From an optimization exercise on the open Yosys and OpenROAD flow, aimed at small area; shortcuts taken in it are not production practice. No functional check of the RTL was part of this run. Power and IR drop assume default switching activity.

[flow/config.mk]
export PLATFORM = sky130hd
export DESIGN_NAME = Pong
export DESIGN_NICKNAME = Pong
export VERILOG_FILES = /design/flow/design.v
export SDC_FILE = /design/flow/constraint.sdc
export NUM_CORES = 4
export LEC_CHECK = 0
export CAP_MARGIN = 20
export CORE_MARGIN = 2
export CORE_UTILIZATION = 40
export SLEW_MARGIN = 20
[flow/constraint.sdc]
create_clock -name core_clock -period 12.0 [get_ports {clock}]
set_input_delay 2.4000 -clock core_clock [delete_from_list [all_inputs] [get_ports {clock}]]
set_output_delay 2.4000 -clock core_clock [all_outputs]
set_load 0.01 [all_outputs]
[flow/design.v]
module Pong #(
    parameter CLOCK_FREQ = 25000
)(    
    input clock, 
    input reset,    
    input key0,  
    input key1,  
    input key2,  
    input key3,  
    output [6:0] segZero, 
    output [6:0] segOne,
    output [6:0] segFour, 
    output [6:0] segFive,
    output             resetApp,
    output             LT24Wr_n,
    output             LT24Rd_n,
    output             LT24CS_n,
    output             LT24RS,
    output             LT24Reset_n,
    output [15:0]      LT24Data,
    output             LT24LCDOn
); 
wire engineReset;
wire synchronisedkey2;
wire synchronisedkey3;
GameEngine #(
    .CLOCK_FREQ         (CLOCK_FREQ     )
) GameEngine (
    .clock              (clock          ),
    .reset              (engineReset    ),
    .rightPaddleUp      (key0           ),
    .rightPaddleDown    (key1           ),
    .segFour            (segFour        ),
    .segFive            (segFive        ),
    .segZero            (segZero        ),
    .segOne             (segOne         ),
    .resetApp           (resetApp       ),
    .LT24Wr_n           (LT24Wr_n       ),
    .LT24Rd_n           (LT24Rd_n       ),
    .LT24CS_n           (LT24CS_n       ),
    .LT24RS             (LT24RS         ),
    .LT24Reset_n        (LT24Reset_n    ),
    .LT24Data           (LT24Data       ),
    .LT24LCDOn          (LT24LCDOn      )
);
Debouncer DebouncerKey2 (
    .clock      (clock),
    .asyncIn    (key2),
    .syncOut    (synchronisedkey2)
);
Debouncer DebouncerKey3 (
    .clock      (clock),
    .asyncIn    (key3),
    .syncOut    (synchronisedkey3)
);
reg state, nextState;
localparam PLAY_STATE = 1'b0;
localparam MENU_STATE = 1'b1;
assign engineReset = reset || (state == MENU_STATE) || !synchronisedkey3;
always @* begin
    nextState = state;
    case (state)
        PLAY_STATE: begin
            if (!synchronisedkey3 && !key3) begin 
                nextState = MENU_STATE;
            end
        end
        MENU_STATE: begin 
            if (!synchronisedkey2) begin
                nextState = PLAY_STATE;
            end
        end
    endcase
end
always @(posedge clock) begin 
    if (reset) begin
        state <= MENU_STATE;
    end else begin
        state <= nextState;
    end
end
endmodule
module GameEngine #(
    parameter CLOCK_FREQ = 50000000,
    parameter BALL_SIZE = 5,
    parameter PADDLE_WIDTH = 5,
    parameter PADDLE_HIGHT = 15
)(
    input              clock,
    input              reset,
    output             resetApp,
    input              rightPaddleUp,
    input              rightPaddleDown,
    output [6:0]       segFour,
    output [6:0]       segFive,
    output [6:0]       segZero,
    output [6:0]       segOne,
    output             LT24Wr_n,
    output             LT24Rd_n,
    output             LT24CS_n,
    output             LT24RS,
    output             LT24Reset_n,
    output [15:0]      LT24Data,
    output             LT24LCDOn
);
reg  [ 7:0] xAddr;
reg  [ 8:0] yAddr;
reg  [15:0] pixelData;
wire        pixelReady;
reg         pixelWrite;
wire        refreshClockPaddles;
wire        refreshClockBall;
wire [7:0] xBallPosition;
wire [8:0] yBallPosition;
wire       ballPaddleCollision;  
wire [1:0] ballPaddleHalfCollision;  
wire       direction;
reg        resetBall;
wire       tickPaddles;
wire       tickBall;
wire [7:0] xPaddleRightPosition;
wire [8:0] yPaddleRightPosition;
reg       leftPaddleUp;
reg       leftPaddleDown;
wire [7:0] xPaddleLeftPosition;
wire [8:0] yPaddleLeftPosition;
reg  [7:0] leftPaddleScore;
reg  [7:0] rightPaddleScore;
wire [11:0] leftPaddleBCD;
wire [11:0] rightPaddleBCD;
assign ballPaddleCollision = (yBallPosition >= yPaddleRightPosition - PADDLE_HIGHT - BALL_SIZE &&
                              yBallPosition <= yPaddleRightPosition + PADDLE_HIGHT + BALL_SIZE &&
                              xBallPosition == xPaddleRightPosition - PADDLE_WIDTH - BALL_SIZE ||
                              yBallPosition >= yPaddleLeftPosition - PADDLE_HIGHT - BALL_SIZE &&
                              yBallPosition <= yPaddleLeftPosition + PADDLE_HIGHT + BALL_SIZE &&
                              xBallPosition == xPaddleLeftPosition + PADDLE_WIDTH + BALL_SIZE 
                             ) ? 1'b1 : 1'b0;
assign ballPaddleHalfCollision[1] = (yBallPosition >= yPaddleRightPosition - PADDLE_HIGHT - BALL_SIZE &&
                                  yBallPosition <= yPaddleRightPosition &&
                                  xBallPosition == xPaddleRightPosition - PADDLE_WIDTH - BALL_SIZE ||
                                  yBallPosition >= yPaddleLeftPosition - PADDLE_HIGHT - BALL_SIZE &&
                                  yBallPosition <= yPaddleLeftPosition &&
                                  xBallPosition == xPaddleLeftPosition + PADDLE_WIDTH + BALL_SIZE  
                                 ) ? 1'b1 : 1'b0;
assign ballPaddleHalfCollision[0] = (yBallPosition <= yPaddleRightPosition + PADDLE_HIGHT + BALL_SIZE &&
                                  yBallPosition >= yPaddleRightPosition &&
                                  xBallPosition == xPaddleRightPosition - PADDLE_WIDTH - BALL_SIZE ||
                                  yBallPosition <= yPaddleLeftPosition + PADDLE_HIGHT + BALL_SIZE &&
                                  yBallPosition >= yPaddleLeftPosition &&
                                  xBallPosition == xPaddleLeftPosition - PADDLE_WIDTH - BALL_SIZE  
                                 ) ? 1'b1 : 1'b0;
localparam LCD_WIDTH  = 240;
localparam LCD_HEIGHT = 320;
LT24Display #(
    .WIDTH       (LCD_WIDTH  ),
    .HEIGHT      (LCD_HEIGHT ),
    .CLOCK_FREQ  (CLOCK_FREQ )
) Display (
    .clock       (clock      ),
    .globalReset (reset      ),
    .resetApp    (resetApp   ),
    .xAddr       (xAddr      ),
    .yAddr       (yAddr      ),
    .pixelData   (pixelData  ),
    .pixelWrite  (pixelWrite ),
    .pixelReady  (pixelReady ),
    .pixelRawMode(1'b0       ),
    .cmdData     (8'b0       ),
    .cmdWrite    (1'b0       ),
    .cmdDone     (1'b0       ),
    .cmdReady    (           ),
    .LT24Wr_n    (LT24Wr_n   ),
    .LT24Rd_n    (LT24Rd_n   ),
    .LT24CS_n    (LT24CS_n   ),
    .LT24RS      (LT24RS     ),
    .LT24Reset_n (LT24Reset_n),
    .LT24Data    (LT24Data   ),
    .LT24LCDOn   (LT24LCDOn  )
);
wire [7:0] xCount;
UpCounterNbit #(
    .WIDTH     (         8 ),
    .MAX_VALUE (LCD_WIDTH-1)
) xCounter (
    .clock     (clock     ),
    .reset     (resetApp  ),
    .enable    (pixelReady),
    .countValue(xCount    )
);
wire [8:0] yCount;
wire yCntEnable = pixelReady && (xCount == (LCD_WIDTH-1));
UpCounterNbit #(
    .WIDTH     (           9),
    .MAX_VALUE (LCD_HEIGHT-1)
) yCounter (
    .clock     (clock     ),
    .reset     (resetApp  ),
    .enable    (yCntEnable),
    .countValue(yCount    )
);
RefreshRate #(
    .CLOCK_FREQ   (CLOCK_FREQ),
    .REFRESH_RATE (110)				
) RefreshRatePaddles (
    .clock              (clock	  	            ),			
    .reset		  	    (reset	                ),
    .refreshRate    	(refreshClockPaddles    ),
    .tick               (tickPaddles            )
);
RefreshRate #(
    .CLOCK_FREQ   (CLOCK_FREQ),
    .REFRESH_RATE (140)				
) RefreshRateBall (
    .clock              (clock	  	        ),			
    .reset		  	    (reset	            ),
    .refreshRate    	(refreshClockBall   ),
    .tick               (tickBall           )
);
MoveBall #(
    .BALL_X_VELOCITY      (1),
    .BALL_Y_VELOCITY      (1)
) MoveBall (
    .clock              (clock                      ),
    .globalReset        (reset                      ),
    .enable             (tickBall                   ),
    .reset              (resetBall                  ),
    .changeXDirection   (ballPaddleCollision        ),
    .changeYDirection   (ballPaddleHalfCollision    ),
    .ballXValue         (xBallPosition              ),
    .ballYValue         (yBallPosition              ),
    .direction          (direction                  )
);
MovePaddle #(
    .PADDLE_X_START_POSITION    (220),
    .PADDLE_Y_START_POSITION    (240)
) MovePaddleRight (
    .clock              (clock                           ),
    .globalReset        (reset                           ),
    .enable             (tickPaddles                     ),
    .reset              (resetApp                        ),
    .button             ({rightPaddleUp,rightPaddleDown} ),
    .paddleXValue       (xPaddleRightPosition            ),
    .paddleYValue       (yPaddleRightPosition            )
);
MovePaddle #(
    .PADDLE_X_START_POSITION    (20 ),
    .PADDLE_Y_START_POSITION    (240)
) MovePaddleLeft (
    .clock              (clock                            ),
    .globalReset        (reset                            ),
    .enable             (tickPaddles                      ),
    .reset              (resetApp                         ),
    .button             ({leftPaddleUp,leftPaddleDown}    ),
    .paddleXValue       (xPaddleLeftPosition              ),
    .paddleYValue       (yPaddleLeftPosition              )
);
HexTo7Segment LeftPaddleScoreFive (
	.hex (leftPaddleBCD[7:4]),
	.seg (segFive)   
);
HexTo7Segment LeftPaddleScoreFour (
	.hex (leftPaddleBCD[3:0]),
	.seg (segFour)   
);
BinaryToBCD LeftPaddleBCD (
    .bin (leftPaddleScore),
    .bcd (leftPaddleBCD)
);
HexTo7Segment RightPaddleScoreOne (
	.hex (rightPaddleBCD[7:4]),
	.seg (segOne)   
);
HexTo7Segment RightPaddleScoreZero (
	.hex (rightPaddleBCD[3:0]),
	.seg (segZero)   
);
BinaryToBCD RightPaddleBCD (
    .bin (rightPaddleScore),
    .bcd (rightPaddleBCD)
);
always @ (posedge clock) begin
    if (resetApp) begin
        pixelWrite <= 1'b0;
    end else begin
        pixelWrite <= 1'b1;
    end
end
always @ (posedge clock) begin
    if (resetApp) begin
        pixelData           <= 16'b0;
        xAddr               <= 8'b0;
        yAddr               <= 9'b0;
    end else if (pixelReady) begin
        xAddr               <= xCount;
        yAddr               <= yCount;
        pixelData    <= 16'h0000;  
        if (xCount > xBallPosition - BALL_SIZE && xCount < xBallPosition + BALL_SIZE && 
        yCount > yBallPosition - BALL_SIZE && yCount < yBallPosition + BALL_SIZE) begin 
            pixelData    <= 16'hFFFF;
        end 
        if (xCount > xPaddleRightPosition - PADDLE_WIDTH && xCount < xPaddleRightPosition + PADDLE_WIDTH && 
        yCount > yPaddleRightPosition - PADDLE_HIGHT && yCount < yPaddleRightPosition + PADDLE_HIGHT) begin 
            pixelData    <= 16'hFFFF;
        end 
        if (xCount > xPaddleLeftPosition - PADDLE_WIDTH && xCount < xPaddleLeftPosition + PADDLE_WIDTH && 
        yCount > yPaddleLeftPosition - PADDLE_HIGHT && yCount < yPaddleLeftPosition + PADDLE_HIGHT) begin 
            pixelData    <= 16'hFFFF;
        end 
        if (xCount > 0 && xCount < 239 && 
        yCount > 165 && yCount < 170) begin 
            pixelData    <= 16'h3186;
        end
    end
end
always @(posedge clock) begin
    leftPaddleDown <= 1'b1;
    leftPaddleUp <= 1'b1;
    if (direction == 0) begin
        if (yPaddleLeftPosition >= yBallPosition) begin
            leftPaddleDown <= 1'b1;
            leftPaddleUp <= 1'b0;
        end else if (yPaddleLeftPosition < yBallPosition)begin
            leftPaddleUp <= 1'b1;
            leftPaddleDown <= 1'b0;
        end
    end else begin 
        if (yPaddleLeftPosition > 241) begin
            leftPaddleDown <= 1'b1;
            leftPaddleUp <= 1'b0;
        end else if (yPaddleLeftPosition < 239)begin
            leftPaddleUp <= 1'b1;
            leftPaddleDown <= 1'b0;
        end else begin
            leftPaddleDown <= 1'b1;
            leftPaddleUp <= 1'b1;
        end 
    end 
end
always @(posedge clock) begin 
    if (reset) begin
        leftPaddleScore <= 8'b0;
        rightPaddleScore <= 8'b0;
        resetBall <= 1'b0;
    end else if (!tickBall) begin
    end else if (resetApp) begin
        leftPaddleScore <= 4'b0;
        rightPaddleScore <= 4'b0;
    end else begin
        resetBall <= 1'b0;
        if (xBallPosition == 230) begin 
            resetBall <= 1'b1;
            leftPaddleScore <= (leftPaddleScore + 1'b1);
        end else if (xBallPosition == 5) begin 
            resetBall <= 1'b1;
            rightPaddleScore <= (rightPaddleScore + 1'b1);
        end 
    end
    if (!reset && tickBall && (rightPaddleScore == 11 || leftPaddleScore == 11)) begin
        leftPaddleScore <= 4'b0;
        rightPaddleScore <= 4'b0;
    end
end 
endmodule
module LT24Display #(
    parameter CLOCK_FREQ = 50000000,
    parameter WIDTH = 240,
    parameter HEIGHT = 320,
    parameter XBITS = 
    (WIDTH <= 2) ? 1 : 
    (WIDTH <= 4) ? 2 : 
    (WIDTH <= 8) ? 3 : 
    (WIDTH <= 16) ? 4 : 
    (WIDTH <= 32) ? 5 : 
    (WIDTH <= 64) ? 6 : 
    (WIDTH <= 128) ? 7 : 
    (WIDTH <= 256) ? 8 : 
    (WIDTH <= 512) ? 9 : 
    (WIDTH <= 1024) ? 10 : 
    (WIDTH <= 2048) ? 11 : 
    (WIDTH <= 4096) ? 12 : 
    (WIDTH <= 8192) ? 13 : 
    (WIDTH <= 16384) ? 14 : 
    (WIDTH <= 32768) ? 15 : 
    (WIDTH <= 65536) ? 16 : 
    (WIDTH <= 131072) ? 17 : 
    (WIDTH <= 262144) ? 18 : 
    (WIDTH <= 524288) ? 19 : 
    (WIDTH <= 1048576) ? 20 : 
    (WIDTH <= 2097152) ? 21 : 
    (WIDTH <= 4194304) ? 22 : 
    (WIDTH <= 8388608) ? 23 : 
    (WIDTH <= 16777216) ? 24 : 
    -1,
    parameter YBITS = 
    (HEIGHT <= 2) ? 1 : 
    (HEIGHT <= 4) ? 2 : 
    (HEIGHT <= 8) ? 3 : 
    (HEIGHT <= 16) ? 4 : 
    (HEIGHT <= 32) ? 5 : 
    (HEIGHT <= 64) ? 6 : 
    (HEIGHT <= 128) ? 7 : 
    (HEIGHT <= 256) ? 8 : 
    (HEIGHT <= 512) ? 9 : 
    (HEIGHT <= 1024) ? 10 : 
    (HEIGHT <= 2048) ? 11 : 
    (HEIGHT <= 4096) ? 12 : 
    (HEIGHT <= 8192) ? 13 : 
    (HEIGHT <= 16384) ? 14 : 
    (HEIGHT <= 32768) ? 15 : 
    (HEIGHT <= 65536) ? 16 : 
    (HEIGHT <= 131072) ? 17 : 
    (HEIGHT <= 262144) ? 18 : 
    (HEIGHT <= 524288) ? 19 : 
    (HEIGHT <= 1048576) ? 20 : 
    (HEIGHT <= 2097152) ? 21 : 
    (HEIGHT <= 4194304) ? 22 : 
    (HEIGHT <= 8388608) ? 23 : 
    (HEIGHT <= 16777216) ? 24 : 
    -1
)(
    input              clock,
    input              globalReset,
    output             resetApp,
    input  [XBITS-1:0] xAddr,
    input  [YBITS-1:0] yAddr,
    input  [     15:0] pixelData,
    input              pixelWrite,
    output reg         pixelReady,
    input              pixelRawMode,
    input  [      7:0] cmdData,
    input              cmdWrite,
    input              cmdDone,
    output reg         cmdReady,
    output             LT24Wr_n,
    output             LT24Rd_n,
    output             LT24CS_n,
    output             LT24RS,
    output             LT24Reset_n,
    output [     15:0] LT24Data,
    output             LT24LCDOn
);
assign LT24LCDOn = 1'b1;  
wire reset;  
ResetSynchroniser resetGen (
    .clock   (clock      ),  
    .resetIn (globalReset),  
    .resetOut(reset      )   
);
reg  [6:0] initDataRomAddr;
wire [6:0] initRomMaxAddr;
wire [8:0] initData;
LT24InitialData #(
    .WIDTH(WIDTH),
    .HEIGHT(HEIGHT)
) initDataRom (
    .clock   (clock          ),
    .addr    (initDataRomAddr),
    .initData(initData       ),
    .maxAddr (initRomMaxAddr )
);
reg        displayInitialised;
wire       displayReady;
reg        displayRegSelect;
reg [15:0] displayData;
reg        displayWrite;
reg [15:0] xAddrTemp;  
reg [15:0] yAddrTemp;  
reg [15:0] pixelDataTemp;
reg [3:0] stateMachine;
localparam INIT_STATE   = 4'b0000;  
localparam LOAD_STATE   = 4'b0001;  
localparam IDLE_STATE   = 4'b1111;  
localparam CASET_STATE  = 4'b1110;  
localparam XHADDR_STATE = 4'b1101;  
localparam XLADDR_STATE = 4'b1100;  
localparam PASET_STATE  = 4'b1011;  
localparam YHADDR_STATE = 4'b1010;  
localparam YLADDR_STATE = 4'b1001;  
localparam WRITE_STATE  = 4'b1000;  
localparam CMD_STATE    = 4'b0111;  
always @ (posedge clock) begin
    if (reset) begin
        displayRegSelect                <= 1'b1;
        displayData                     <= 16'b0;
        displayWrite                    <= 1'b0;
        displayInitialised              <= 1'b0;
        initDataRomAddr                 <= 7'b0;
        cmdReady                        <= 1'b0;                         
        pixelReady                      <= 1'b0;                         
        stateMachine                    <= INIT_STATE;                   
    end else begin
        case (stateMachine)
            INIT_STATE: begin  
                displayInitialised      <= 1'b0;                         
                initDataRomAddr         <= 7'b0;                         
                stateMachine            <= LOAD_STATE;                   
            end
            LOAD_STATE: begin  
                if (displayReady) begin  
                    displayData         <= {8'b0,initData[7:0]};         
                    displayRegSelect    <= initData[8];                  
                    displayWrite        <= 1'b1;                         
                    if (initDataRomAddr < initRomMaxAddr) begin
                        initDataRomAddr <= initDataRomAddr + 7'b1;       
                    end else begin
                        stateMachine    <= IDLE_STATE;                   
                    end
                end
            end
            IDLE_STATE: begin
                displayInitialised      <= 1'b1;                         
                if (displayReady && cmdWrite) begin
                    cmdReady            <= 1'b1;                         
                    pixelReady          <= 1'b0;                         
                    displayData         <= {8'b0,cmdData};               
                    displayWrite        <= 1'b1;                         
                    displayRegSelect    <= 1'b0;                         
                    stateMachine        <= CMD_STATE;                    
                end else if (displayReady && pixelWrite) begin
                    cmdReady            <= 1'b0;                         
                    pixelReady          <= 1'b1;                         
                    xAddrTemp           <= {{(16-XBITS){1'b0}},xAddr};   
                    yAddrTemp           <= {{(16-YBITS){1'b0}},yAddr};   
                    pixelDataTemp       <= pixelData;                    
                    if (pixelRawMode) begin
                        displayRegSelect<= 1'b1;                         
                        displayData     <= pixelData;                    
                    end else begin
                        displayRegSelect<= 1'b0;                         
                        displayData     <= 16'h2A;                       
                        stateMachine    <= CASET_STATE;                  
                    end
                    displayWrite        <= 1'b1;                         
                end else begin
                    cmdReady            <= 1'b0;                         
                    pixelReady          <= 1'b0;                         
                    displayWrite        <= 1'b0;                         
                end
            end
            CMD_STATE: begin
                cmdReady                <= displayReady;                 
                if (displayReady && cmdWrite) begin
                    displayData         <= {8'b0,cmdData};               
                    displayWrite        <= 1'b1;                         
                    if (cmdDone) begin
                        stateMachine    <= IDLE_STATE;
                    end
                end else begin
                    displayWrite        <= 1'b0;                         
                end
            end
            CASET_STATE: begin  
                pixelReady              <= 1'b0;                         
                if (displayReady) begin
                    displayRegSelect    <= 1'b1;                         
                    displayData         <= {8'b0,xAddrTemp[15:8]};       
                    displayWrite        <= 1'b1;                         
                    stateMachine        <= XHADDR_STATE;                 
                end
            end
            XHADDR_STATE: begin  
                if (displayReady) begin
                    displayRegSelect    <= 1'b1;                         
                    displayData         <= {8'b0,xAddrTemp[7:0]};        
                    displayWrite        <= 1'b1;                         
                    stateMachine        <= XLADDR_STATE;                 
                end
            end
            XLADDR_STATE: begin  
                if (displayReady) begin
                    stateMachine        <= PASET_STATE;                  
                    displayRegSelect    <= 1'b0;                         
                    displayData         <= 16'h2B;                       
                    displayWrite        <= 1'b1;                         
                end
            end
            PASET_STATE: begin  
                if (displayReady) begin
                    stateMachine        <= YHADDR_STATE;                 
                    displayRegSelect    <= 1'b1;                         
                    displayData         <= {8'b0,yAddrTemp[15:8]};       
                    displayWrite        <= 1'b1;                         
                end
            end
            YHADDR_STATE: begin  
                if (displayReady) begin
                    stateMachine        <= YLADDR_STATE;                 
                    displayRegSelect    <= 1'b1;                         
                    displayData         <= {8'b0,yAddrTemp[7:0]};        
                    displayWrite        <= 1'b1;                         
                end
            end
            YLADDR_STATE: begin  
                if (displayReady) begin
                    stateMachine        <= WRITE_STATE;                  
                    displayRegSelect    <= 1'b0;                         
                    displayData         <= 16'h2C;                       
                    displayWrite        <= 1'b1;                         
                end
            end
            WRITE_STATE: begin  
                if (displayReady) begin
                    stateMachine        <= IDLE_STATE;                   
                    displayRegSelect    <= 1'b1;                         
                    displayData         <= pixelDataTemp;                
                    displayWrite        <= 1'b1;                         
                end
            end
            default: begin
                stateMachine            <= INIT_STATE;                   
            end
        endcase        
    end
end
assign resetApp = reset || !displayInitialised;
LT24DisplayInterface #(
    .CLOCK_FREQ(CLOCK_FREQ)
) LT24Interface (
    .clock      (clock           ),  
    .reset      (reset           ),  
    .regSelect  (displayRegSelect),
    .data       (displayData     ),
    .write      (displayWrite    ),
    .ready      (displayReady    ),
    .LT24Wr_n   (LT24Wr_n        ),
    .LT24Rd_n   (LT24Rd_n        ),
    .LT24CS_n   (LT24CS_n        ),
    .LT24RS     (LT24RS          ),
    .LT24Reset_n(LT24Reset_n     ),
    .LT24Data   (LT24Data        )
);
endmodule
module LT24DisplayInterface #(
    parameter CLOCK_FREQ = 64'd50000000
)(
    input              clock,
    input              reset,
    input              regSelect,  
    input      [ 15:0] data,
    input              write,      
    output             ready,      
    output             LT24Wr_n,
    output             LT24Rd_n,
    output             LT24CS_n,
    output             LT24RS,
    output             LT24Reset_n,
    output     [ 15:0] LT24Data
);
localparam RESETTIME = 64'd120;  
localparam RESETCOUNT = (RESETTIME * CLOCK_FREQ) / 64'd1000;
localparam RESETBITS = 
    (RESETCOUNT+1 <= 2) ? 1 : 
    (RESETCOUNT+1 <= 4) ? 2 : 
    (RESETCOUNT+1 <= 8) ? 3 : 
    (RESETCOUNT+1 <= 16) ? 4 : 
    (RESETCOUNT+1 <= 32) ? 5 : 
    (RESETCOUNT+1 <= 64) ? 6 : 
    (RESETCOUNT+1 <= 128) ? 7 : 
    (RESETCOUNT+1 <= 256) ? 8 : 
    (RESETCOUNT+1 <= 512) ? 9 : 
    (RESETCOUNT+1 <= 1024) ? 10 : 
    (RESETCOUNT+1 <= 2048) ? 11 : 
    (RESETCOUNT+1 <= 4096) ? 12 : 
    (RESETCOUNT+1 <= 8192) ? 13 : 
    (RESETCOUNT+1 <= 16384) ? 14 : 
    (RESETCOUNT+1 <= 32768) ? 15 : 
    (RESETCOUNT+1 <= 65536) ? 16 : 
    (RESETCOUNT+1 <= 131072) ? 17 : 
    (RESETCOUNT+1 <= 262144) ? 18 : 
    (RESETCOUNT+1 <= 524288) ? 19 : 
    (RESETCOUNT+1 <= 1048576) ? 20 : 
    (RESETCOUNT+1 <= 2097152) ? 21 : 
    (RESETCOUNT+1 <= 4194304) ? 22 : 
    (RESETCOUNT+1 <= 8388608) ? 23 : 
    (RESETCOUNT+1 <= 16777216) ? 24 : 
    -1;  
localparam ZERO = 0;
localparam ONE = 1;
reg [RESETBITS-1:0] counter;
always @ (posedge clock) begin
    if (reset) begin
        counter <= ZERO[RESETBITS-1:0];                  
    end else if (counter < RESETCOUNT) begin  
        counter <= counter + ONE[RESETBITS-1:0];         
    end
end
reg writeDly;
always @ (posedge clock) begin
    if (reset) begin
        writeDly <= 1'b0;
    end else begin
        writeDly <= write && !writeDly;
    end
end
assign ready = !(counter < RESETCOUNT) && !(write && !writeDly);
assign LT24CS_n     = 1'b0;
assign LT24Rd_n     = 1'b1;
assign LT24Data     = data;
assign LT24RS       = regSelect;
assign LT24Wr_n     = writeDly;
assign LT24Reset_n  = !reset;
endmodule
module ResetSynchroniser (
    input clock,
    input resetIn,
    output resetOut
);
reg [3:0] resetSync;
always @ (posedge clock) begin
    if (resetIn) begin
        resetSync <= 4'hF;  
    end else begin
        resetSync <= {resetSync[2:0],1'b0};  
    end
end
assign resetOut = resetSync[3];
endmodule
module LT24InitialData #(
    parameter WIDTH  = 240,
    parameter HEIGHT = 320
)(
    input            clock,
    input      [6:0] addr,
    output reg [8:0] initData,
    output     [6:0] maxAddr
);
localparam MAX_X_PIXEL = WIDTH - 1;
localparam MAX_Y_PIXEL = HEIGHT - 1;
localparam INIT_LENGTH = 102;
assign maxAddr = INIT_LENGTH[6:0];  
localparam ROM_LENGTH = 2**(
    (INIT_LENGTH <= 2) ? 1 : 
    (INIT_LENGTH <= 4) ? 2 : 
    (INIT_LENGTH <= 8) ? 3 : 
    (INIT_LENGTH <= 16) ? 4 : 
    (INIT_LENGTH <= 32) ? 5 : 
    (INIT_LENGTH <= 64) ? 6 : 
    (INIT_LENGTH <= 128) ? 7 : 
    (INIT_LENGTH <= 256) ? 8 : 
    (INIT_LENGTH <= 512) ? 9 : 
    (INIT_LENGTH <= 1024) ? 10 : 
    (INIT_LENGTH <= 2048) ? 11 : 
    (INIT_LENGTH <= 4096) ? 12 : 
    (INIT_LENGTH <= 8192) ? 13 : 
    (INIT_LENGTH <= 16384) ? 14 : 
    (INIT_LENGTH <= 32768) ? 15 : 
    (INIT_LENGTH <= 65536) ? 16 : 
    (INIT_LENGTH <= 131072) ? 17 : 
    (INIT_LENGTH <= 262144) ? 18 : 
    (INIT_LENGTH <= 524288) ? 19 : 
    (INIT_LENGTH <= 1048576) ? 20 : 
    (INIT_LENGTH <= 2097152) ? 21 : 
    (INIT_LENGTH <= 4194304) ? 22 : 
    (INIT_LENGTH <= 8388608) ? 23 : 
    (INIT_LENGTH <= 16777216) ? 24 : 
    -1);  
reg [8:0] romData;
always @* begin
    case (addr)
        7'd000: romData = {1'b0,8'hEF};
        7'd001: romData = {1'b1,8'h03};
        7'd002: romData = {1'b1,8'h80};
        7'd003: romData = {1'b1,8'h02};
        7'd004: romData = {1'b0,8'hCF};
        7'd005: romData = {1'b1,8'h00};
        7'd006: romData = {1'b1,8'h81};
        7'd007: romData = {1'b1,8'hc0};
        7'd008: romData = {1'b0,8'hED};
        7'd009: romData = {1'b1,8'h64};
        7'd010: romData = {1'b1,8'h03};
        7'd011: romData = {1'b1,8'h12};
        7'd012: romData = {1'b1,8'h81};
        7'd013: romData = {1'b0,8'hE8};
        7'd014: romData = {1'b1,8'h85};
        7'd015: romData = {1'b1,8'h01};
        7'd016: romData = {1'b1,8'h78};
        7'd017: romData = {1'b0,8'hCB};
        7'd018: romData = {1'b1,8'h39};
        7'd019: romData = {1'b1,8'h2C};
        7'd020: romData = {1'b1,8'h00};
        7'd021: romData = {1'b1,8'h34};
        7'd022: romData = {1'b1,8'h02};
        7'd023: romData = {1'b0,8'hF7};
        7'd024: romData = {1'b1,8'h20};
        7'd025: romData = {1'b0,8'hEA};
        7'd026: romData = {1'b1,8'h00};
        7'd027: romData = {1'b1,8'h00};
        7'd028: romData = {1'b0,8'hC0};
        7'd029: romData = {1'b1,8'h23};
        7'd030: romData = {1'b0,8'hC1};
        7'd031: romData = {1'b1,8'h10};
        7'd032: romData = {1'b0,8'hC5};
        7'd033: romData = {1'b1,8'h3E};
        7'd034: romData = {1'b1,8'h28};
        7'd035: romData = {1'b0,8'hC7};
        7'd036: romData = {1'b1,8'h86};
        7'd037: romData = {1'b0,8'h36};
        7'd038: romData = {1'b1,8'h48};
        7'd039: romData = {1'b0,8'h3A};
        7'd040: romData = {1'b1,8'h55};
        7'd041: romData = {1'b0,8'hB1};
        7'd042: romData = {1'b1,8'h00};
        7'd043: romData = {1'b1,8'h1b};
        7'd044: romData = {1'b0,8'hB6};
        7'd045: romData = {1'b1,8'h08};
        7'd046: romData = {1'b1,8'h82};
        7'd047: romData = {1'b1,8'h27};
        7'd048: romData = {1'b0,8'hF2};
        7'd049: romData = {1'b1,8'h00};
        7'd050: romData = {1'b0,8'h26};
        7'd051: romData = {1'b1,8'h01};
        7'd052: romData = {1'b0,8'hE0};
        7'd053: romData = {1'b1,8'h0F};
        7'd054: romData = {1'b1,8'h31};
        7'd055: romData = {1'b1,8'h2B};
        7'd056: romData = {1'b1,8'h0C};
        7'd057: romData = {1'b1,8'h0E};
        7'd058: romData = {1'b1,8'h08};
        7'd059: romData = {1'b1,8'h4E};
        7'd060: romData = {1'b1,8'hF1};
        7'd061: romData = {1'b1,8'h37};
        7'd062: romData = {1'b1,8'h07};
        7'd063: romData = {1'b1,8'h10};
        7'd064: romData = {1'b1,8'h03};
        7'd065: romData = {1'b1,8'h0E};
        7'd066: romData = {1'b1,8'h09};
        7'd067: romData = {1'b1,8'h00};
        7'd068: romData = {1'b0,8'hE1};
        7'd069: romData = {1'b1,8'h00};
        7'd070: romData = {1'b1,8'h0E};
        7'd071: romData = {1'b1,8'h14};
        7'd072: romData = {1'b1,8'h03};
        7'd073: romData = {1'b1,8'h11};
        7'd074: romData = {1'b1,8'h07};
        7'd075: romData = {1'b1,8'h31};
        7'd076: romData = {1'b1,8'hC1};
        7'd077: romData = {1'b1,8'h48};
        7'd078: romData = {1'b1,8'h08};
        7'd079: romData = {1'b1,8'h0F};
        7'd080: romData = {1'b1,8'h0C};
        7'd081: romData = {1'b1,8'h31};
        7'd082: romData = {1'b1,8'h36};
        7'd083: romData = {1'b1,8'h0f};
        7'd084: romData = {1'b0,8'hB1};
        7'd085: romData = {1'b1,8'h00};
        7'd086: romData = {1'b1,8'h01};
        7'd087: romData = {1'b0,8'hf6};
        7'd088: romData = {1'b1,8'h01};
        7'd089: romData = {1'b1,8'h10};
        7'd090: romData = {1'b1,8'h00};
        7'd091: romData = {1'b0,8'h11};
        7'd092: romData = {1'b0,8'h2A};
        7'd093: romData = {1'b1,8'h00};
        7'd094: romData = {1'b1,8'h00};
        7'd095: romData = {1'b1,MAX_X_PIXEL[15:8]};
        7'd096: romData = {1'b1,MAX_X_PIXEL[ 7:0]};
        7'd097: romData = {1'b0,8'h2B};
        7'd098: romData = {1'b1,8'h00};
        7'd099: romData = {1'b1,8'h00};
        7'd100: romData = {1'b1,MAX_Y_PIXEL[15:8]};
        7'd101: romData = {1'b1,MAX_Y_PIXEL[ 7:0]};
        7'd102: romData = {1'b0,8'h29};
        default: romData = {1'b0,8'h00};  
    endcase
end
always @ (posedge clock) begin
    initData <= romData;
end
endmodule
module MoveBall #(
    parameter BALL_X_START_POSITION = 115,
    parameter BALL_Y_START_POSITION = 240,
    parameter BALL_X_VELOCITY = 1,
    parameter BALL_Y_VELOCITY = 1,
    parameter MAX_TOP_POSITION = 175,
    parameter MIN_BOTTOM_POSITION = 310
)(   
    input           clock,
    input           globalReset,  
    input           enable,       
    input           reset,
    input           changeXDirection,  
    input   [1:0]   changeYDirection,  
    output  [7:0]   ballXValue,
    output  [8:0]   ballYValue,
    output          direction
);
reg  [7:0]  xBallPosition;
reg  [8:0]  yBallPosition; 
reg         xDirection;  
reg         yDirection;  
always @ (posedge clock) begin
    if (globalReset) begin
        xBallPosition <= BALL_X_START_POSITION;
        yBallPosition <= BALL_Y_START_POSITION;
        xDirection <= 1'b0;
        yDirection <= 1'b0;
    end else if (!enable) begin
    end else if (reset) begin 
        xBallPosition <= BALL_X_START_POSITION;
    end else begin
        if (changeXDirection) begin
            if (ballXValue >= 220 - 5 - 5) begin
                 xDirection <= 1'b0;
            end
            if (ballXValue <= 20 + 5 + 5) begin
                 xDirection <= 1'b1;
            end
        end
        if (xDirection) begin
            xBallPosition <= xBallPosition + BALL_X_VELOCITY;
        end else if (~xDirection) begin
            xBallPosition <= xBallPosition - BALL_X_VELOCITY;
        end
        if (changeYDirection[1]) begin
            if (yDirection == 1'b1) begin
                yDirection <= 1'b0;  
            end
        end else if (changeYDirection[0]) begin 
            if (yDirection == 1'b0) begin
                yDirection <= 1'b1;  
            end
        end
        if (yDirection && yBallPosition >  MIN_BOTTOM_POSITION) begin 
            yDirection <= ~yDirection;
        end else if (~yDirection && yBallPosition <  MAX_TOP_POSITION) begin
            yDirection <= ~yDirection;
        end 
        if (yDirection) begin
            yBallPosition <= yBallPosition + BALL_Y_VELOCITY;
        end else if (~yDirection ) begin
            yBallPosition <= yBallPosition - BALL_Y_VELOCITY;
        end
    end
end
assign ballXValue = xBallPosition;
assign ballYValue = yBallPosition;
assign direction = xDirection;
endmodule
module MovePaddle #(
    parameter PADDLE_X_START_POSITION = 115,
    parameter PADDLE_Y_START_POSITION = 240,
    parameter PADDLE_Y_VELOCITY = 1,
    parameter MAX_TOP_POSITION = 185,
    parameter MIN_BOTTOM_POSITION = 305
)(   
    input           clock,
    input           globalReset,  
    input           enable,       
    input           reset,
    input   [1:0]   button,
    output  [7:0]   paddleXValue,
    output  [8:0]   paddleYValue
);
reg  [7:0]  xPaddlePosition;
reg  [8:0]  yPaddlePosition;  
always @ (posedge clock) begin
    if (globalReset) begin
        xPaddlePosition <= PADDLE_X_START_POSITION;
        yPaddlePosition <= PADDLE_Y_START_POSITION;
    end else if (!enable) begin
    end else if (reset) begin 
        xPaddlePosition <= PADDLE_X_START_POSITION;
        yPaddlePosition <= PADDLE_Y_START_POSITION;
    end else begin
        if (~button[0] && yPaddlePosition < MIN_BOTTOM_POSITION) begin
            yPaddlePosition <= yPaddlePosition + PADDLE_Y_VELOCITY;
        end else if (~button[1] && yPaddlePosition > MAX_TOP_POSITION) begin
            yPaddlePosition <= yPaddlePosition - PADDLE_Y_VELOCITY;
        end
    end
end
assign paddleXValue = xPaddlePosition;
assign paddleYValue = yPaddlePosition;
endmodule
module RefreshRate #(														
	parameter   CLOCK_FREQ = 50000000,           
	parameter 	REFRESH_RATE = 100,				 
	parameter 	MAX_VALUE = (CLOCK_FREQ/REFRESH_RATE)/2,     
	parameter	WIDTH = 32,								
	parameter   INCREMENT = 1                                   
)(
    input     	clock,														
    input       reset,														
    output reg 	refreshRate,
    output      tick           
);
wire [(WIDTH-1):0] countValue; 								
CounterNBit #(
	.WIDTH			(WIDTH   	),
	.MAX_VALUE	  	(MAX_VALUE	),
	.INCREMENT	  	(INCREMENT	)
) CounterNBit(
	.clock		  	(clock		),
	.reset	  		(reset		),
	.enable      	(1'b1		),
	.countValue	    (countValue	)
);
always @(posedge clock) begin
	if (reset) begin
		refreshRate <= 1'b0;	
	end else if (countValue == MAX_VALUE - 1 ) begin 
		refreshRate <= ~ refreshRate;							
	end
end
assign tick = (countValue == MAX_VALUE - 1) && !refreshRate;
endmodule
module CounterNBit #(
    parameter WIDTH = 10,                 
    parameter INCREMENT = 1,              
    parameter MAX_VALUE = (2**WIDTH)-1    
)(
    input                    clock, 
    input                    reset,
    input                    enable,
    output reg [(WIDTH-1):0] countValue   
);
localparam ZERO = {(WIDTH){1'b0}};  
always @(posedge clock) begin
    if (reset) begin
    countValue <= ZERO;
    end else if (countValue == MAX_VALUE) begin
    countValue <= ZERO;
    end else if (enable) begin 
    countValue <= countValue + INCREMENT;
    end
end
endmodule
module UpCounterNbit #(
    parameter WIDTH = 10,                
    parameter INCREMENT = 1,             
    parameter MAX_VALUE = (2**WIDTH)-1   
)(   
    input                    clock,
    input                    reset,
    input                    enable,     
    output reg [(WIDTH-1):0] countValue  
);
always @ (posedge clock) begin
    if (reset) begin
        countValue <= {(WIDTH){1'b0}};
    end else if (enable) begin
        if (countValue >= MAX_VALUE[WIDTH-1:0]) begin
            countValue <= {(WIDTH){1'b0}};    
        end else begin
            countValue <= countValue + INCREMENT[WIDTH-1:0];
        end
    end
end
endmodule
module BinaryToBCD(
    bin,
    bcd
    );
    input [7:0] bin;
    output [11:0] bcd;
    reg [11 : 0] bcd; 
     reg [3:0] i;   
     always @(bin)
        begin
            bcd = 0;  
            for (i = 0; i < 8; i = i+1)  
            begin
                bcd = {bcd[10:0],bin[7-i]};  
                if(i < 7 && bcd[3:0] > 4) 
                    bcd[3:0] = bcd[3:0] + 3;
                if(i < 7 && bcd[7:4] > 4)
                    bcd[7:4] = bcd[7:4] + 3;
                if(i < 7 && bcd[11:8] > 4)
                    bcd[11:8] = bcd[11:8] + 3;  
            end
        end     
endmodule
 module HexTo7Segment#(
	parameter INVERT_OUTPUT = 1
 )( 
    input  [3:0] hex,
    output reg [6:0] seg
);
    always @ * begin
        case (hex)
            4'b0000 :      	 
					if (INVERT_OUTPUT) begin 
						seg = ~7'b1111110;
					end else begin
						seg = 7'b1111110;
					end
            4'b0001 :    	 
					if (INVERT_OUTPUT) begin 
						seg = ~7'b0110000;
					end else begin
						seg = 7'b0110000;
					end
            4'b0010 :  		 
					if (INVERT_OUTPUT) begin 
						seg = ~7'b1101101;
					end else begin
						seg = 7'b1101101;
					end
            4'b0011 : 		 
					if (INVERT_OUTPUT) begin 
						seg = ~7'b1111001;
					end else begin
						seg = 7'b1111001;
					end
            4'b0100 :		 
					if (INVERT_OUTPUT) begin 
						seg = ~7'b0110011;
					end else begin
						seg = 7'b0110011;
					end
            4'b0101 :		 
					if (INVERT_OUTPUT) begin 
						seg = ~7'b1011011;
					end else begin
						seg = 7'b1011011;
					end	
            4'b0110 :		 
					if (INVERT_OUTPUT) begin 
						seg = ~7'b1011111;
					end else begin
						seg = 7'b1011111;
					end
            4'b0111 :		 
					if (INVERT_OUTPUT) begin 
						seg = ~7'b1110000;
					end else begin
						seg = 7'b1110000;
					end
            4'b1000 :     	 
					if (INVERT_OUTPUT) begin 
						seg = ~7'b1111111;
					end else begin
						seg = 7'b1111111;
					end
            4'b1001 :    	 
					if (INVERT_OUTPUT) begin 
						seg = ~7'b1111011;
					end else begin
						seg = 7'b1111011;
					end
            4'b1010 :  		 
					if (INVERT_OUTPUT) begin 
						seg = ~7'b1110111;
					end else begin
						seg = 7'b1110111;
					end
            4'b1011 : 		 
					if (INVERT_OUTPUT) begin 
						seg = ~7'b0011111;
					end else begin
						seg = 7'b0011111;
					end
            4'b1100 :		 
					if (INVERT_OUTPUT) begin 
						seg = ~7'b1001110;
					end else begin
						seg = 7'b1001110;
					end
            4'b1101 :		 
					if (INVERT_OUTPUT) begin 
						seg = ~7'b0111101;
					end else begin
						seg = 7'b0111101;
					end
            4'b1110 :		 
					if (INVERT_OUTPUT) begin 
						seg = ~7'b1001111;
					end else begin
						seg = 7'b1001111;
					end
            4'b1111 :		 
					if (INVERT_OUTPUT) begin 
						seg = ~7'b1000111;
					end else begin
						seg = 7'b1000111;
					end
        endcase
    end
endmodule
module Debouncer #(
    parameter WIDTH = 1,   
    parameter LENGTH = 2   
)(
    input  [WIDTH-1:0] asyncIn,
    input              clock,
    output [WIDTH-1:0] syncOut
);
reg [WIDTH-1:0] syncChain [LENGTH-1:0];
always @ (posedge clock) begin
    syncChain[0] <= asyncIn;
end
genvar i;
generate for (i = 1; i < LENGTH; i = i + 1) begin : sync_loop
    always @ (posedge clock) begin
        syncChain[i] <= syncChain[i-1];
    end
end endgenerate
assign syncOut = syncChain[LENGTH-1];
endmodule
[flow/run.sh]
#!/bin/bash
# synth_recipe.tcl (not shown) runs the flow's synth.tcl, then flattens the netlist and writes it again
# the make line also repeats each setting of config.mk as NAME=value (left out here)
make -C /OpenROAD-flow-scripts/flow DESIGN_CONFIG=/design/flow/config.mk WORK_HOME=/design/flow/orfs CLKGATE_MAP_FILE= SYNTH_SCRIPT=/design/flow/synth_recipe.tcl finish
==> results_dict.tcl <==
set metrics [dict create \
    outcome "finished clean" \
    yosys_register_bits 234 \
    antenna_found_initial 1 \
    areaGrowthSynthToFinish_pct 9.367 \
    vias 17420 \
    final_common_cell "nor2_1" \
    post_drt_wl_per_cell_microns 15.79 \
    grt_max_degree 58 \
    antenna_cells 0 \
    cts_hold_buf 0 \
    final_antenna_net_count 0 \
    viasPerCell 5.678 \
    max_stage_delay_ps 580 \
    finalSetupViolCount 0 \
    clock_path_buffers 3 \
    htree_levels 1 \
    die_h_microns 223.7 \
    maxCapViolations 0 \
    period_minus_slack_ps 10830 \
    tritoncts "done" \
    synth-edff-count 19 \
    firstDrtPassIters 7 \
    finalCritPeriodShare_pct 90.29 \
    synth_cell_types 103 \
    slew_headroom_pct 31.85 \
    grt_first_pass_wirelength_microns 79270 \
    vdd_drop_max_mv 0.1009 \
    drv_slew 0 \
    fp.dieW_microns 223.7 \
    initial_utilization_pct 40.45 \
    nets 2651 \
    yosys_warnings 19 \
    place_congestion 0.8801 \
    grt_usage_pct 18.69 \
    critPathCaptureType "output port" \
    initialDrtViolationCount 1210 \
    power_density_mw_per_mm2 77.27 \
    hpwl_microns 35220 \
    syn_avg_cell_area_sq_um 7.848 \
    worst-setup-path-type "reg -> out" \
    postSynthCellCount 2461 \
    yosysTopAreaCellShare_pct 22.28 \
    fmaxAchievable_mhz 92.30 \
    drive_above_1_share_pct 4.729 \
    ios 57 \
    whs_ps 323.2 \
    cts-buffers-inserted 28 \
    core-area_sq_mm 0.04775 \
    cts-root-buf "clkbuf_16" \
    worst_pin_slew_ps 1020 \
    rsz0062_at_grt "no" \
    cp.arrival_ps 8430 \
    insertion_delay_ps 560 \
    cts_setup_buffers 0 \
    cpMaxStageDelayCell "o41ai_1" \
    cts.clk_slew.worst_paths_ps 60 \
    crit_required_ps 9600 \
    cts.sinks 234 \
    cts_resized 0 \
    hold_path.class "reg -> reg" \
    synthTopCellsByArea "dfxtp_1, ha_1, xnor2_1" \
    layout_common_cells "nor2_1, dfxtp_1, ha_1" \
    cpMostUsedCell "ha_1" \
    io_buffers 53 \
    setup_tns_ps 0 \
    synth_ff_type "dfxtp_1" \
    grt_pass1_vias 16090 \
    rows 80 \
    final-hold-violation-count 0 \
    leakagePower_nw 7.873 \
    wl_microns 48450 \
    crit_fanout 10 \
    worstSetupStartpointType "flip-flop" \
    ys_async_sr_fraction_pct 0 \
    die_area_sq_mm 0.05006 \
    seq_area_frac_synth_pct 25.24 \
    yosysTopAreaCell "dfxtp_1" \
    grt-ovfl-total 0 \
    fin_skew_ps 13.59 \
    drc 0 \
    syn_area_sq_mm 0.01931 \
]
critical path: cells and delay by family, from the launching register on:
kind                     cells  cell delay (ps)
flip-flops                   1              420
XOR/XNOR                     2              600
AND/OR/NAND/NOR              4             1020
AO/OA/AOI/OAI                6             1730
multiplexers                 2              830
adder cells (fa/ha/maj)      7             2110
buffers and inverters        7             1160
logic make-up after synthesis:
| group | after synthesis | share of synthesized area [%] |
|---|---|---|
| other | 2 | 0.03888 |
| buffers and inverters | 243 | 4.969 |
| AND/OR/NAND/NOR | 912 | 22.85 |
| XOR/XNOR | 221 | 10.20 |
| flip-flops | 234 | 25.24 |
| AO/OA/AOI/OAI | 573 | 19.27 |
| multiplexers | 60 | 3.291 |
| adder cells (fa/ha/maj) | 216 | 14.15 |
metrics by stage:
step,setup WS (ps),power (mW),area (sq um),util (%),cells
4_1_cts,1118,1.660,21120,44.24,3068
3_3_place_gp,1995,0.8202,20200,42.31,3017
6_report,1166,1.632,21120,44.24,3068
5_1_grt,476.4,1.689,21120,44.24,3068
3_5_place_dp,1743,0.8205,20200,42.31,3017
2_1_floorplan,3065,0.8159,19320,-,2462
layout make-up:
class | count | area (sq um)
clock buffer | 39 | 802.0
clock inverter | 12 | 116.4
fill | 4689 | 26620
inverter | 115 | 431.7
multi-input combinational | 1985 | 13490
sequential | 234 | 4875
tap | 615 | 769.5
timing repair buffer | 68 | 643.1
flip-flops by register name, indices dropped and copies added, names as in the netlist, 10 cells and up:
register,flops
GameEngine.Display.LT24Interface.counter,12
GameEngine.RefreshRatePaddles.CounterNBit.countValue,32
GameEngine.Display.displayData,10
GameEngine.RefreshRateBall.CounterNBit.countValue,32
power breakdown:
part,leakage (nW),switching (mW),total [mW],internal (mW)
logic,5.47,0.0101,0.0154,0.00533
clock network,0.445,0.339,0.829,0.490
registers,1.96,0.000752,0.788,0.787
cells in the mapped netlist, types with 6 or more instances:
master / number
o31ai_1: 13
a211o_1: 7
nor2_1: 291
o311ai_0: 6
edfxtp_1: 19
a211oi_1: 24
nor4_1: 31
o22ai_1: 15
o221ai_1: 10
or4_1: 9
nand3_1: 77
or2_2: 7
inv_1: 108
nand2b_1: 39
ha_1: 208
mux2i_1: 45
o2111ai_1: 7
a2111oi_0: 10
xor2_1: 91
mux2_2: 12
and3_1: 31
o21a_1: 32
nor2b_1: 31
a31oi_1: 25
o21ai_0: 116
buf_1: 14
and2_1: 13
dfxtp_1: 215
buf_4: 9
a311oi_1: 8
a21oi_1: 173
and4_1: 8
o211ai_1: 21
clkbuf_1: 99
nand2_1: 203
o21bai_1: 11
nor3_1: 71
or3_1: 23
a21boi_0: 8
a21o_1: 25
xnor2_1: 127
nand4_1: 44
path summary, 6_finish.rpt:
path,slack (ps),startpoint,end,cells past startpoint
hold / removal,320,DebouncerKey2.syncChain[0]$_DFF_P_,DebouncerKey2.syncChain[1]$_DFF_P_,0
hold reg to reg,320,DebouncerKey2.syncChain[0]$_DFF_P_,DebouncerKey2.syncChain[1]$_DFF_P_,0
setup reg to reg,7570,GameEngine.MovePaddleLeft.yPaddlePosition[0]$_SDFFE_PP0P_,GameEngine.MoveBall.xDirection$_SDFFE_PP0P_,16
setup / recovery,1170,GameEngine.leftPaddleScore[5]$_SDFFE_PP0P_,segFour[1],28
layer usage:
metal  GRT usage [%]  up-vias  wire, microns
met5               0        -             13
li1                -     8737              -
met4           4.043        2           1052
met3           2.440       81           1984
met1           25.05     8198          22930
met2           32.04      403          22470

separate check: timing with driven ports:
No port has a modelled driver above. Below, the same layout with a new extraction and two added sets of constraints. Step 1 (the two cells are an assumption about what drives the block):
set clk [get_ports {clock}]
set_driving_cell -lib_cell sky130_fd_sc_hd__clkbuf_16 $clk
set_driving_cell -lib_cell sky130_fd_sc_hd__buf_2 [delete_from_list [all_inputs] $clk]
Step 2 times the ports against the registers' clock, not the clock port: input delays grow and output delays shrink by t, the midpoint of the rising clock arrivals with the driver on. Three values: ideal ports, drivers, drivers and shift; two values: the first two.
t, ns: 0.602
slack for setup (ns): 1.166 / 1.114 / 1.716
worst slew at a driven data input, ns: 0.03
pins driven straight from the clock port: 1
After both steps setup and hold are still met in this run. The setup slack of this run moves by -0.052 ns with the drivers and by +0.550 ns with both steps.
